What follows belongs to an exercise in optimizing a design on an open flow for small area and a short achievable clock period; a production flow would make more cautious choices.
RTL that was checked went through simulation tests only; none was proved equivalent to the original.
Power figures rest on the tool's default switching activity, not on a simulated workload.

## old
==> flow/design.v (excerpt) <==
module aoc_dial_top (
	output wire [15:0] result_part1,
	output wire [15:0] result_part2,
	input wire [7:0] character,
	input wire enable_character,
	input wire clk,
	input wire rst
);
Size: ~710 cells after synthesis, ~59 flip-flops, roughly 6200 µm² of cells after synthesis.
Settings: LEC_CHECK=0, ABC_AREA=1, CAP_MARGIN=20, CORE_MARGIN=2, CORE_UTILIZATION=40, SLEW_MARGIN=20; clock period 19.0 ns.
standard.sh (not shown) runs the stock make flow with config.mk's settings and CLKGATE_MAP_FILE= SYNTH_SCRIPT=/design/flow/synth_recipe.tcl, a recipe that flattens the netlist after the stock synthesis.
==> flow/flow/run.sh <==
#!/bin/bash
# The standard flow's layout (standard.sh) with three changes to how it is made:
# - synthesis is the standard flow's script, with ABC mapping by flow/abc_area.script
#   (registers are untouched: they are mapped before ABC runs);
# - plain buffers on the ports instead of the delay buffers buffer_ports
#   picks by default;
# - a clock tree of clkbuf_8 without dummy loads.
set -e
W=$PWD
export BUFFER_PORTS_ARGS="-buffer_cell sky130_fd_sc_hd__buf_2"
export CTS_ARGS="-sink_clustering_enable -repair_clock_nets -buf_list sky130_fd_sc_hd__clkbuf_8 -dont_use_dummy_load"
{
	echo "proc abc {args} { set i [lsearch \$args -script]; if {\$i >= 0} { lset args [expr {\$i + 1}] $W/flow/abc_area.script }; yosys abc {*}\$args }"
	cat synth_recipe.tcl
} > flow_synth.tcl
sed "s#SYNTH_SCRIPT=[^ ]*#SYNTH_SCRIPT=$W/flow_synth.tcl#" standard.sh > standard_flow_synth.sh
bash standard_flow_synth.sh synth > synth.log 2>&1
export SETUP_SLACK_MARGIN=13.2
bash standard.sh > standard.log 2>&1
==> flow/flow/abc_area.script <==
strash
ifraig
scorr
dc2
strash
&get -n
&st
&dch -f
&nf -R 1000
&put
topo
stime -c
upsize -c
dnsize -c
The inputs of new differ from those of old as listed below.
--- a/flow/design.v
+++ b/flow/design.v
@@ -111,17 +111,18 @@
 		({4{sel[1]}} & 4'd6) | ({4{sel[2]}} & 4'd2) | ({4{sel[3]}} & 4'd8) |
 		({4{sel[4]}} & 4'd4) | ({4{sel[6]}} & 4'd6) | ({4{sel[7]}} & 4'd2) |
 		({4{sel[8]}} & 4'd8) | ({4{sel[9]}} & 4'd4);
 	wire [9:0] ya = {q[6:0], 3'b000}, yb = {q[8:0], 1'b0}, yc = {6'd0, r1};
 	wire [9:0] ys1 = ya ^ yb ^ yc;
 	wire [9:0] yc1 = {(ya[8:0] & yb[8:0]) | (ya[8:0] & yc[8:0]) | (yb[8:0] & yc[8:0]), 1'b0};
 	wire [9:0] ys2 = ys1 ^ yc1 ^ nak;
 	wire [9:0] yc2 = {(ys1[8:0] & yc1[8:0]) | (ys1[8:0] & nak[8:0]) | (yc1[8:0] & nak[8:0]), 1'b0};
-	wire b0k = dg < bk0;
+	wire b0k = ((sel[2] || sel[7]) && dg < 4'd2) || ((sel[4] || sel[9]) && dg < 4'd4) ||
+		((sel[1] || sel[6]) && dg < 4'd6) || ((sel[3] || sel[8]) && dg < 4'd8);
 	wire borrow_k = rlo < bk1 || (rlo == bk1 && b0k);
 	wire [10:0] yk = skadd10(ys2, yc2, !borrow_k);
 	wire [9:0] nq_k = yk[9:0];
 	wire [3:0] nr0_k = bcdsub(dg, bk0);
 	wire [3:0] nr1_k = b0k ? bcdsub(rlo, bk1 + 4'd1) : bcdsub(rlo, bk1);
 	wire [9:0] n_q = e ? 10'd0 : nq_k;
 	wire [3:0] n_r1 = e ? 4'd0 : nr1_k;
 	wire [3:0] n_r0 = e ? nr0_j : nr0_k;
@@ -153,18 +154,18 @@
 	wire turn = enable_character && is_nl;
 	wire [9:0] xa = result2[9:0];
 	wire [9:0] xb = q ^ {10{flip}};
 	wire [9:0] xc = {10{flip}} & 10'd655;
 	wire [9:0] cs_s = xa ^ xb ^ xc;
 	wire [10:0] cs_c = {(xa & xb) | (xa & xc) | (xb & xc), flip && !r_gt36};
 	wire [10:0] lo = skadd10(cs_s, cs_c[9:0], hit);
 	wire up = lo[10] ^ cs_c[10] ^ flip;
-	wire [5:0] hi_inc = result2[15:10] + 6'd1;
-	wire [15:0] res2_next = {up ? hi_inc : result2[15:10], lo[9:0]};
+	wire [5:0] hi_ones = {&result2[14:10], &result2[13:10], &result2[12:10], &result2[11:10], result2[10], 1'b1};
+	wire [15:0] res2_next = {result2[15:10] ^ ({6{up}} & hi_ones), lo[9:0]};
 	wire [15:0] res1_next = result1 + 16'd1;
 	wire ld_a = rst || (enable_character && !is_lr);
 	wire clr_a = rst || !is_digit;
 	wire ld_t = rst || turn;
 	wire ld_1 = rst || (turn && nd_zero);
 	always @(posedge clk) begin
 		if (enable_character && is_lr)
 			direction <= character[4];    
Results
new was carried through to the last stage, and its layout satisfied the timing, design-rule and antenna checks.
Final-stage net count delta for new relative to old: about 3% higher
As far as clock tree buffer count of the final layout goes, new and old are indistinguishable; the numbers are identical.
Compared old against new; power share of the clock group within noise.
Compare new and old | total routed wire length on the met1 layer lower: old
Diff old -> new: global routing usage on met1 went down 1.3 points, post-layout total power went up 61 µW.
Of the two values seen for class of the most critical setup path, input port to flop was produced by old and flop to flop by new.
Number of standard cells in the layout, taps in and fillers out, new vs old: up by a few percent
Delta (new minus old): wire length after detailed routing now sits higher; mean area per synthesized cell now sits at about the same level; setup slack now sits higher.
new against old; number of cell rows is up by a few percent.
Function was not checked in any run of this note: the RTL went through the layout flow alone.

Another version of the RTL of aoc_dial_top (not shown whole).
Size: about 59 flip-flops, ~6300 sq um of cells after synthesis.
Settings: LEC_CHECK=0, ABC_AREA=1, CAP_MARGIN=20, CORE_MARGIN=2, CORE_UTILIZATION=40, SLEW_MARGIN=20; clock period 19.0 ns.
==> flow/flow/run.sh <==
#!/bin/bash
# The standard flow's layout (standard.sh) with three changes to how it is made:
# - synthesis is the standard flow's script, with ABC mapping by flow/abc_area.script
#   (registers are untouched: they are mapped before ABC runs);
# - plain buffers on the ports instead of the delay buffers buffer_ports
#   picks by default;
# - a clock tree of clkbuf_8 without dummy loads.
set -e
W=$PWD
export BUFFER_PORTS_ARGS="-buffer_cell sky130_fd_sc_hd__buf_2"
export CTS_ARGS="-sink_clustering_enable -repair_clock_nets -buf_list sky130_fd_sc_hd__clkbuf_8 -dont_use_dummy_load"
{
	echo "proc abc {args} { set i [lsearch \$args -script]; if {\$i >= 0} { lset args [expr {\$i + 1}] $W/flow/abc_area.script }; yosys abc {*}\$args }"
	cat synth_recipe.tcl
} > flow_synth.tcl
sed "s#SYNTH_SCRIPT=[^ ]*#SYNTH_SCRIPT=$W/flow_synth.tcl#" standard.sh > standard_flow_synth.sh
bash standard_flow_synth.sh synth > synth.log 2>&1
export SETUP_SLACK_MARGIN=13.3
bash standard.sh > standard.log 2>&1
Scripts as last shown in full above: flow/flow/abc_area.script
Next try:
--- a/flow/design.v
+++ b/flow/design.v
@@ -108,17 +108,18 @@
 		({4{sel[5]}} & 4'd8) | ({4{sel[6]}} & 4'd1) | ({4{sel[7]}} & 4'd5) |
 		({4{sel[8]}} & 4'd8) | ({4{sel[9]}} & 4'd2);
 	wire [3:0] bk0 =
 		({4{sel[1]}} & 4'd6) | ({4{sel[2]}} & 4'd2) | ({4{sel[3]}} & 4'd8) |
 		({4{sel[4]}} & 4'd4) | ({4{sel[6]}} & 4'd6) | ({4{sel[7]}} & 4'd2) |
 		({4{sel[8]}} & 4'd8) | ({4{sel[9]}} & 4'd4);
 	wire [9:0] y0m1 = {q[6:0], 3'b000} + {q[8:0], 1'b0} + {6'd0, r1} + nak;
 	wire [9:0] y0 = y0m1 + 10'd1;
-	wire b0k = dg < bk0;
+	wire b0k = ((sel[2] || sel[7]) && dg < 4'd2) || ((sel[4] || sel[9]) && dg < 4'd4) ||
+		((sel[1] || sel[6]) && dg < 4'd6) || ((sel[3] || sel[8]) && dg < 4'd8);
 	wire borrow_k = rlo < bk1 || (rlo == bk1 && b0k);
 	wire [9:0] nq_k = borrow_k ? y0m1 : y0;
 	wire [3:0] nr0_k = bcdsub(dg, bk0);
 	wire [3:0] nr1_k = b0k ? bcdsub(rlo, bk1 + 4'd1) : bcdsub(rlo, bk1);
 	wire [9:0] n_q = e ? 10'd0 : nq_k;
 	wire [3:0] n_r1 = e ? 4'd0 : nr1_k;
 	wire [3:0] n_r0 = e ? nr0_j : nr0_k;
 	wire r_gt68 = r > 8'h68;
@@ -149,18 +150,18 @@
 	wire turn = enable_character && is_nl;
 	wire [9:0] xa = result2[9:0];
 	wire [9:0] xb = q ^ {10{flip}};
 	wire [9:0] xc = {10{flip}} & 10'd655;
 	wire [9:0] cs_s = xa ^ xb ^ xc;
 	wire [10:0] cs_c = {(xa & xb) | (xa & xc) | (xb & xc), flip && !r_gt36};
 	wire [10:0] lo = skadd10(cs_s, cs_c[9:0], hit);
 	wire up = lo[10] ^ cs_c[10] ^ flip;
-	wire [5:0] hi_inc = result2[15:10] + 6'd1;
-	wire [15:0] res2_next = {up ? hi_inc : result2[15:10], lo[9:0]};
+	wire [5:0] hi_ones = {&result2[14:10], &result2[13:10], &result2[12:10], &result2[11:10], result2[10], 1'b1};
+	wire [15:0] res2_next = {result2[15:10] ^ ({6{up}} & hi_ones), lo[9:0]};
 	wire [15:0] res1_next = result1 + 16'd1;
 	wire ld_a = rst || (enable_character && !is_lr);
 	wire clr_a = rst || !is_digit;
 	wire ld_t = rst || turn;
 	wire ld_1 = rst || (turn && nd_zero);
 	always @(posedge clk) begin
 		if (enable_character && is_lr)
 			direction <= character[4];    
Effect:
- clock skew hardly moves
- core utilization went up by 0.93 points
- wire length went down by 4.1%
- maximum frequency went down by 5.5%
- worst setup slack gets worse by 0.33 ns
- global-route usage went down by 1.2 points
- cell area went up by 3.0%
- combinational power went up by about 2%
- first-iteration DRC count went down by about 3.8%
- synthesized area went up by 1.5%
- sequential share of layout area went down by 0.67 points

-- port drivers added, routing unchanged --
In the flow no input, the clock included, has a driving cell. The finished layouts below were timed again as built, in two steps.
Step 1 (the two cells are an assumption about what drives the block):
set clk [get_ports {clk}]
set_driving_cell -lib_cell sky130_fd_sc_hd__clkbuf_16 $clk
set_driving_cell -lib_cell sky130_fd_sc_hd__buf_2 [delete_from_list [all_inputs] $clk]
Step 2, shift: input delay + t, output delay - t, t = (earliest + latest rising clock arrival at the registers) / 2. This alone moves slack from input paths to output paths.
Slacks: no drivers / after step 1 / after step 2; pairs: no drivers / after step 1.
| run | shift t [ns] | setup WS [ns] | clock arrival spread, ns |
|---|---|---|---|
| old | 0.395 | 12.806 / 12.783 / 12.388 | 0.027 / 0.028 |
| new | 0.394 | 12.847 / 12.847 / 12.511 | 0.018 / 0.018 |
| the first run of note 2 | 0.389 | 13.280 / 13.280 / 12.919 | 0.024 / 0.025 |
| the second run of note 2 | 0.402 | 12.948 / 12.948 / 12.948 | 0.024 / 0.024 |
After both steps setup and hold are still met in every run listed. For old, which loses most, drivers alone change the setup slack by -0.023 ns; drivers and shift together by -0.418 ns.
